Context: an optimization exercise on an open-source flow, tuned for small area and a short achievable clock period. The choices shown serve that exercise and are no tape-out recipe. In this exercise RTL edits were held to simulation tests only and were not proved equivalent to the original. Power and IR drop assume default switching activity.

==> flow/design.v (excerpt) <==
module IMU_synth (data, value, row, clk, rst);
  output [31:0] data;
  input [31:0] value;
  input [31:0] row;
  input clk;
  input rst;
  wire [24:0] bx = {2'b01, row[22:0]};    
  wire [11:0] neg_d, one_d, two_d;
  genvar g;
  generate for (g = 0; g < 12; g = g + 1) begin : enc
    wire b2 = bx[2*g+1];
    wire b1 = bx[2*g];
    wire b0 = (g == 0) ? 1'b0 : bx[2*g-1];
    assign neg_d[g] = b2;
    assign one_d[g] = b1 ^ b0;
    assign two_d[g] = (b2 & ~b1 & ~b0) | (~b2 & b1 & b0);
  end endgenerate
  wire [7:0] e_d = value[30:23] + row[30:23] + 8'd129;   
  wire v_d = rst & (|row);
  reg [22:0] a_r;
  reg [11:0] one_r, two_r;
  reg [10:0] neg_r;
  reg [7:0] e_r;
  reg s_r, v_r;
  always @(posedge clk) begin
    a_r <= value[22:0];
    one_r <= one_d[11:0];
    two_r <= two_d[11:0];
    neg_r <= neg_d[10:0];
    e_r <= e_d;
    s_r <= value[31] ^ row[31];
    v_r <= v_d;
  end
  wire pp1;
  assign pp1 = ((one_r[0] & a_r[0])) ^ neg_r[0];
  wire pp2;
  assign pp2 = ((one_r[0] & a_r[1]) | (two_r[0] & a_r[0])) ^ neg_r[0];
  wire pp3;
  assign pp3 = ((one_r[0] & a_r[2]) | (two_r[0] & a_r[1])) ^ neg_r[0];
  wire pp4;
  assign pp4 = ((one_r[0] & a_r[3]) | (two_r[0] & a_r[2])) ^ neg_r[0];
  wire pp5;
  assign pp5 = ((one_r[0] & a_r[4]) | (two_r[0] & a_r[3])) ^ neg_r[0];
  wire pp6;
  assign pp6 = ((one_r[0] & a_r[5]) | (two_r[0] & a_r[4])) ^ neg_r[0];
  wire pp7;
  assign pp7 = ((one_r[0] & a_r[6]) | (two_r[0] & a_r[5])) ^ neg_r[0];
  wire pp8;
  assign pp8 = ((one_r[0] & a_r[7]) | (two_r[0] & a_r[6])) ^ neg_r[0];
  wire pp9;
  assign pp9 = ((one_r[0] & a_r[8]) | (two_r[0] & a_r[7])) ^ neg_r[0];
  wire pp10;
  assign pp10 = ((one_r[0] & a_r[9]) | (two_r[0] & a_r[8])) ^ neg_r[0];
  wire pp11;
  assign pp11 = ((one_r[0] & a_r[10]) | (two_r[0] & a_r[9])) ^ neg_r[0];
  wire pp12;
  assign pp12 = ((one_r[0] & a_r[11]) | (two_r[0] & a_r[10])) ^ neg_r[0];
  wire pp13;
  assign pp13 = ((one_r[0] & a_r[12]) | (two_r[0] & a_r[11])) ^ neg_r[0];
  wire pp14;
  assign pp14 = ((one_r[0] & a_r[13]) | (two_r[0] & a_r[12])) ^ neg_r[0];
  wire pp15;
  assign pp15 = ((one_r[0] & a_r[14]) | (two_r[0] & a_r[13])) ^ neg_r[0];
  wire pp16;
  ...
For scale: about 98 I/O pins, ~17000 µm² of cells after synthesis.
clock: 8.0 ns
lec_check: 0
abc_area: 1
abc_clock_period_in_ps: 4000
cap_margin: 20
core_margin: 2
core_utilization: 45
cts_buf_list: sky130_fd_sc_hd__clkbuf_4 sky130_fd_sc_hd__clkbuf_8
setup_slack_margin: 4.1
slew_margin: 20
standard.sh (not shown) runs the stock make flow with config.mk's settings and CLKGATE_MAP_FILE= SYNTH_SCRIPT=/design/flow/synth_recipe.tcl, a recipe that flattens the netlist after the stock synthesis.
==> flow/flow/run.sh <==
#!/bin/bash
# Layout flow: the standard ORFS flow (standard.sh) with two make settings added:
#  - SYNTH_ARGS=-noabc: Yosys's synth skips its early generic "abc -fast" pass, so extract_fa
#    maps the RTL's explicit full adders directly, without polarity inverters between them.
#    Registers, their names and their cell types are the same as the standard synthesis.
#  - BUFFER_PORTS_ARGS: the port buffers are buf_2 cells (repair may resize them later).
# Each tool's full output is in orfs/logs/; make's own output goes to standard.log.
set -euo pipefail
bash standard.sh SYNTH_ARGS=-noabc "BUFFER_PORTS_ARGS=-buffer_cell sky130_fd_sc_hd__buf_2" finish > standard.log 2>&1
The baseline went through all stages and came out clean.
Next try:
Settings changed: ABC_AREA 1 to unset, CORE_UTILIZATION 45 to 35, SETUP_SLACK_MARGIN 4.1 to 3.5.
The changed run ran to the end with no violations.
Die area is higher by 27%.
Design area is lower by about 12%.
Clock-buffer cell count is higher by 1.
Fmax is lower by about 12%.
Clock power is lower by about 13%.
Worst setup slack degrades by 0.56 ns.
Cell count is lower by 7.0%.
Sequential cell count is unchanged.
Combinational power is lower by about 12%.
Next try:
Settings changed: CAP_MARGIN 20 to 0, CORE_UTILIZATION 35 to 45, SLEW_MARGIN 20 to 0.
Effect:
- The changed run produced a clean layout
- clock-buffer cell count is unchanged
- final cell count shrinks by about 6.6%
- final area drops by 1.1%
- sequential share of layout area went up by 0.17 points
- critical path depth does not change
- setup slack gets better by 0.047 ns
- core utilization climbs by 11 points
- clock power came out higher by 8.4%
- die area fell by about 22%
- routed wire length is lower by 1.7%
Next try:
Settings changed: CAP_MARGIN 0 to 20, CORE_UTILIZATION 45 to 55, SLEW_MARGIN 0 to 20.
The new run passed the timing, design-rule and antenna checks.
Core utilization grows by 11 points.
Wire length shrinks by 2.5%.
Sequential power stays flat.
Power rises by 1.1%.
Combinational power rises by about 0.9%.

Starting RTL as in the previous note.
==> flow/config.mk <==
export PLATFORM = sky130hd
export DESIGN_NAME = IMU_synth
export DESIGN_NICKNAME = IMU_synth
export VERILOG_FILES = /design/flow/design.v
export SDC_FILE = /design/flow/constraint.sdc
export NUM_CORES = 4
export LEC_CHECK = 0
export ABC_CLOCK_PERIOD_IN_PS = 4000
export CAP_MARGIN = 20
export CORE_MARGIN = 2
export CORE_UTILIZATION = 45
export CTS_BUF_LIST = sky130_fd_sc_hd__clkbuf_4 sky130_fd_sc_hd__clkbuf_8
export SETUP_SLACK_MARGIN = 3.5
export SLEW_MARGIN = 20
export TNS_END_PERCENT = 10
==> flow/constraint.sdc <==
create_clock -name core_clock -period 8.0 [get_ports {clk}]
set_input_delay 1.6000 -clock core_clock [delete_from_list [all_inputs] [get_ports {clk}]]
set_output_delay 1.6000 -clock core_clock [all_outputs]
set_load 0.01 [all_outputs]
Scripts as last shown in full above: flow/flow/run.sh
The starting point finished clean.
Change:
--- a/flow/config.mk
+++ b/flow/config.mk
@@ -6,4 +6,5 @@
 export NUM_CORES = 4
 export LEC_CHECK = 0
+export ABC_AREA = 1
 export ABC_CLOCK_PERIOD_IN_PS = 4000
 export CAP_MARGIN = 20
@@ -11,5 +12,4 @@
 export CORE_UTILIZATION = 45
 export CTS_BUF_LIST = sky130_fd_sc_hd__clkbuf_4 sky130_fd_sc_hd__clkbuf_8
-export SETUP_SLACK_MARGIN = 3.5
+export SETUP_SLACK_MARGIN = 3.8
 export SLEW_MARGIN = 20
-export TNS_END_PERCENT = 10
The changed run completed with no timing, DRC or antenna violations. Power climbs by 5.4%. Die area increases by 0.71%. Non-clock buffer count increases by 25.
Change:
--- a/flow/config.mk
+++ b/flow/config.mk
@@ -6,5 +6,4 @@
 export NUM_CORES = 4
 export LEC_CHECK = 0
-export ABC_AREA = 1
 export ABC_CLOCK_PERIOD_IN_PS = 4000
 export CAP_MARGIN = 20
Outcome:
- The changed run finished with timing, DRC and antenna clean
- maximum frequency is lower by 13%
- flip-flop and latch count does not change
- routed wire length is lower by 6.2%
Change:
--- a/flow/config.mk
+++ b/flow/config.mk
@@ -11,4 +11,5 @@
 export CORE_UTILIZATION = 45
 export CTS_BUF_LIST = sky130_fd_sc_hd__clkbuf_4 sky130_fd_sc_hd__clkbuf_8
-export SETUP_SLACK_MARGIN = 3.8
+export PLACE_DENSITY = 0.75
+export SETUP_SLACK_MARGIN = 3.5
 export SLEW_MARGIN = 20
The new run completed without violations.
Worst setup slack gains 0.0058 ns.
Via count rises by 0.94%.
Worst hold slack gains 0.0063 ns.
Sequential cell count stays the same.
Clock power rises by 13%.
Final cell count falls by 1.3%.
Final area falls by 4.7%.
Sequential share of layout area rises by 0.80 points.
First-iteration DRC count rises by 58%.
Area after synthesis is unchanged.
Clock-buffer cell count falls by 2.
Change:
--- a/flow/config.mk
+++ b/flow/config.mk
@@ -11,5 +11,4 @@
 export CORE_UTILIZATION = 45
 export CTS_BUF_LIST = sky130_fd_sc_hd__clkbuf_4 sky130_fd_sc_hd__clkbuf_8
-export PLACE_DENSITY = 0.75
 export SETUP_SLACK_MARGIN = 3.5
 export SLEW_MARGIN = 20
What happened:
- count of clock-buffer cells in the layout went up by 1
- worst setup slack improves by 0.10 ns
- maximum frequency went up by 2.2%
- synthesized cell count does not change
- flip-flop and latch count stays the same
- die area is unchanged
- total power went up by 1.4%
- critical path depth does not change
- clock skew went up by 0.0030 ns
- wire length went up by 4.7%
- hold slack degrades by 0.0042 ns

== nickel ==
Starting RTL as in the previous note.
Design IMU_synth, start of the top module:
module IMU_synth (data, value, row, clk, rst);
  output [31:0] data;
  input [31:0] value;
  input [31:0] row;
  input clk;
  input rst;
  wire [24:0] bx = {2'b01, row[22:0]};    
  wire [11:0] neg_d, one_d, two_d;
  genvar g;
  generate for (g = 0; g < 12; g = g + 1) begin : enc
    wire b2 = bx[2*g+1];
    wire b1 = bx[2*g];
    wire b0 = (g == 0) ? 1'b0 : bx[2*g-1];
    assign neg_d[g] = b2;
    assign one_d[g] = b1 ^ b0;
    assign two_d[g] = (b2 & ~b1 & ~b0) | (~b2 & b1 & b0);
  end endgenerate
  wire [7:0] e_d = value[30:23] + row[30:23] + 8'd129;   
  wire v_d = rst & (|row);
  reg [22:0] a_r;
  reg [11:0] one_r, two_r;
  reg [10:0] neg_r;
  reg [7:0] e_r;
  reg s_r, v_r;
  always @(posedge clk) begin
    a_r <= value[22:0];
    one_r <= one_d[11:0];
    two_r <= two_d[11:0];
    neg_r <= neg_d[10:0];
    e_r <= e_d;
    s_r <= value[31] ^ row[31];
    v_r <= v_d;
  end
  wire pp1;
  assign pp1 = ((one_r[0] & a_r[0])) ^ neg_r[0];
  wire pp2;
  assign pp2 = ((one_r[0] & a_r[1]) | (two_r[0] & a_r[0])) ^ neg_r[0];
  wire pp3;
  assign pp3 = ((one_r[0] & a_r[2]) | (two_r[0] & a_r[1])) ^ neg_r[0];
  wire pp4;
  assign pp4 = ((one_r[0] & a_r[3]) | (two_r[0] & a_r[2])) ^ neg_r[0];
  wire pp5;
  assign pp5 = ((one_r[0] & a_r[4]) | (two_r[0] & a_r[3])) ^ neg_r[0];
  wire pp6;
  assign pp6 = ((one_r[0] & a_r[5]) | (two_r[0] & a_r[4])) ^ neg_r[0];
  wire pp7;
  assign pp7 = ((one_r[0] & a_r[6]) | (two_r[0] & a_r[5])) ^ neg_r[0];
  wire pp8;
  assign pp8 = ((one_r[0] & a_r[7]) | (two_r[0] & a_r[6])) ^ neg_r[0];
  wire pp9;
  assign pp9 = ((one_r[0] & a_r[8]) | (two_r[0] & a_r[7])) ^ neg_r[0];
  wire pp10;
  assign pp10 = ((one_r[0] & a_r[9]) | (two_r[0] & a_r[8])) ^ neg_r[0];
  wire pp11;
  assign pp11 = ((one_r[0] & a_r[10]) | (two_r[0] & a_r[9])) ^ neg_r[0];
  wire pp12;
  assign pp12 = ((one_r[0] & a_r[11]) | (two_r[0] & a_r[10])) ^ neg_r[0];
  wire pp13;
  assign pp13 = ((one_r[0] & a_r[12]) | (two_r[0] & a_r[11])) ^ neg_r[0];
  wire pp14;
  assign pp14 = ((one_r[0] & a_r[13]) | (two_r[0] & a_r[12])) ^ neg_r[0];
  wire pp15;
  assign pp15 = ((one_r[0] & a_r[14]) | (two_r[0] & a_r[13])) ^ neg_r[0];
  wire pp16;
  ...
export LEC_CHECK = 0
export ABC_AREA = 1
export ABC_CLOCK_PERIOD_IN_PS = 4000
export CAP_MARGIN = 20
export CORE_MARGIN = 2
export CORE_UTILIZATION = 45
export CTS_BUF_LIST = sky130_fd_sc_hd__clkbuf_4 sky130_fd_sc_hd__clkbuf_8
export SETUP_SLACK_MARGIN = 3.7
export SLEW_MARGIN = 20
create_clock -name core_clock -period 8.0 [get_ports {clk}]
Scripts as last shown in full above: flow/flow/run.sh
nickel reached the end of the flow, and the finished layout is clean on the timing, design-rule and antenna checks.
Relative to nickel, the following input files were edited for juniper:
- swapping 3.7 for 3.9 in SETUP_SLACK_MARGIN
==> results.txt <==
The higher fraction of power spent switching nets came out of juniper. Compared with nickel, in juniper worst hold slack now smaller, cell internal power dissipation now larger, worst setup slack after layout now larger, fmax now larger. Of juniper and nickel, the run reporting the higher area growth from synthesis to final layout was juniper. Delta (juniper minus nickel): met1 routed wirelength after detailed routing has increased, pin slew with the least headroom to its limit has increased. juniper: worst-case headroom to the max-slew limit lower than nickel. Power in the clock group, juniper vs nickel: down slightly. Between juniper and nickel, the routed length per placed instance is lower for nickel.

## gamma
IMU_synth, a different RTL version from the one above (not shown whole).
For scale: ~1700 cells after synthesis, roughly 140 flip-flops, ~98 I/O pins, about 17000 um^2 of cells after synthesis.
## IMU_synth
module IMU_synth (data, value, row, clk, rst);
  output [31:0] data;
  input [31:0] value;
  input [31:0] row;
  input clk;
  input rst;
  wire [24:0] bx = {2'b01, row[22:0]};    
  wire [11:0] neg_d, one_d, two_d;
  genvar g;
  generate for (g = 0; g < 12; g = g + 1) begin : enc
    wire b2 = bx[2*g+1];
    wire b1 = bx[2*g];
    wire b0 = (g == 0) ? 1'b0 : bx[2*g-1];
    assign neg_d[g] = b2;
    assign one_d[g] = b1 ^ b0;
    assign two_d[g] = (b2 & ~b1 & ~b0) | (~b2 & b1 & b0);
  end endgenerate
  wire [7:0] e_d = value[30:23] + row[30:23] + 8'd129;   
  wire v_d = rst & (|row);
  reg [22:0] a_r;
  reg [11:0] one_r, two_r;
  reg [10:0] neg_r;
  reg [7:0] e_r;
  reg s_r, v_r;
  always @(posedge clk) begin
    a_r <= value[22:0];
    one_r <= one_d[11:0];
    two_r <= two_d[11:0];
    neg_r <= neg_d[10:0];
    e_r <= e_d;
    s_r <= value[31] ^ row[31];
    v_r <= v_d;
  end
  wire pp1;
  assign pp1 = ((one_r[0] & a_r[0])) ^ neg_r[0];
  wire pp2;
  ...
Settings: LEC_CHECK=0, ABC_CLOCK_PERIOD_IN_PS=4000, CAP_MARGIN=20, CORE_MARGIN=2, CORE_UTILIZATION=45, CTS_BUF_LIST=sky130_fd_sc_hd__clkbuf_4 sky130_fd_sc_hd__clkbuf_8, SETUP_SLACK_MARGIN=3.3, SLEW_MARGIN=20; clock period 8.0 ns.
Scripts as last shown in full above: flow/flow/run.sh
gamma finished all stages; the layout is clean.
Modified inputs, beta compared to gamma
# gamma
export LEC_CHECK = 0
export ABC_CLOCK_PERIOD_IN_PS = 4000
export CAP_MARGIN = 20
export CORE_MARGIN = 2
export CORE_UTILIZATION = 45
export CTS_BUF_LIST = sky130_fd_sc_hd__clkbuf_4 sky130_fd_sc_hd__clkbuf_8
export SETUP_SLACK_MARGIN = 3.3
export SLEW_MARGIN = 20
create_clock -name core_clock -period 8.0 [get_ports {clk}]
# beta
export LEC_CHECK = 0
export ABC_CLOCK_PERIOD_IN_PS = 4000
export CAP_MARGIN = 20
export CORE_MARGIN = 2
export CORE_UTILIZATION = 45
export CTS_BUF_LIST = sky130_fd_sc_hd__clkbuf_4 sky130_fd_sc_hd__clkbuf_8
export SETUP_SLACK_MARGIN = 2.8
export SLEW_MARGIN = 20
create_clock -name core_clock -period 8.0 [get_ports {clk}]
Findings:
Side by side, power density relative to cell area turned out lower in beta than in gamma. beta closes out successfully: all stages finished, all timing, DRC and antenna checks passed. gamma → beta: sequential share of layout area saw little to no change; placement-stage cell area saw little to no change; instance count on the critical path saw a decrease. Register-to-register slack (beta over gamma): decrease, 0.40 ns.

== the previous run ==
IMU_synth with an RTL version that a note above also has.
Size: ~1600 cells after synthesis, roughly 150 flip-flops, roughly 98 I/O pins, about 0.017 sq mm of cells after synthesis.
clock: 8.0 ns
lec_check: 0
abc_clock_period_in_ps: 4000
cap_margin: 20
core_margin: 2
core_utilization: 45
cts_buf_list: sky130_fd_sc_hd__clkbuf_4 sky130_fd_sc_hd__clkbuf_8
setup_slack_margin: 3.3
slew_margin: 20
Scripts as last shown in full above: flow/flow/run.sh
The following lists how the current run was set up differently from the previous run:
Settings: putting ABC_AREA at 1 where nothing was set; swapping 3.3 for 3.5 in SETUP_SLACK_MARGIN.
Results
Sequential fraction of design power: higher on the previous run. Compared with the previous run, in the current run number of antenna violations at the first check in global routing lower; required time of the critical path higher; area inside the core boundary higher. When the current run is measured against the previous run, its final critical delay including setup and external delays turns out 0.24 ns lower.

-- static timing again, ports no longer ideal --
No port has a modelled driver above. Below, the same layouts with a new extraction and two added sets of constraints.
Step 1, drivers: a clkbuf_16 drives clk and a buf_2 each remaining input, both assumed.
Step 2 times the ports against the registers' clock, not the clock port: input delays grow and output delays shrink by t, the midpoint of the rising clock arrivals with the driver on.
Three values: ideal, step 1, step 2; two values: the first two.
run	shift t [ns]	slack for setup (ns)	worst setup path at the end	latest minus earliest clock arrival (ns)	worst slew at a driven data input, ns
the first run of note 1	0.543	3.804 / 3.804 / 3.804	register to register	0.024 / 0.024	0.04
the second run of note 1	0.542	3.240 / 3.190 / 3.519	register to register	0.030 / 0.031	0.05
the third run of note 1	0.526	3.287 / 3.236 / 3.555	register to register	0.026 / 0.025	0.05
the fourth run of note 1	0.535	3.160 / 3.108 / 3.595	register to register	0.022 / 0.022	0.06
the first run of note 2	0.524	3.210 / 3.210 / 3.210	register to register	0.025 / 0.025	0.05
the second run of note 2	0.546	3.782 / 3.782 / 3.782	register to register	0.025 / 0.024	0.04
the third run of note 2	0.531	3.178 / 3.127 / 3.658	register to output	0.018 / 0.018	0.05
the fourth run of note 2	0.550	3.184 / 3.126 / 3.596	register to register	0.021 / 0.021	0.06
the fifth run of note 2	0.526	3.287 / 3.236 / 3.555	register to register	0.026 / 0.025	0.05
nickel	0.542	3.720 / 3.720 / 3.720	register to register	0.025 / 0.025	0.04
juniper	0.553	3.874 / 3.874 / 3.874	register to register	0.027 / 0.027	0.04
gamma	0.518	3.340 / 3.294 / 3.466	register to register	0.029 / 0.029	0.04
beta	0.522	3.048 / 3.002 / 3.069	register to register	0.032 / 0.032	0.04
the previous run	0.537	3.275 / 3.223 / 3.479	register to register	0.026 / 0.026	0.05
the current run	0.551	3.511 / 3.511 / 3.511	register to register	0.033 / 0.034	0.04
After both steps setup and hold are still met in every run listed.
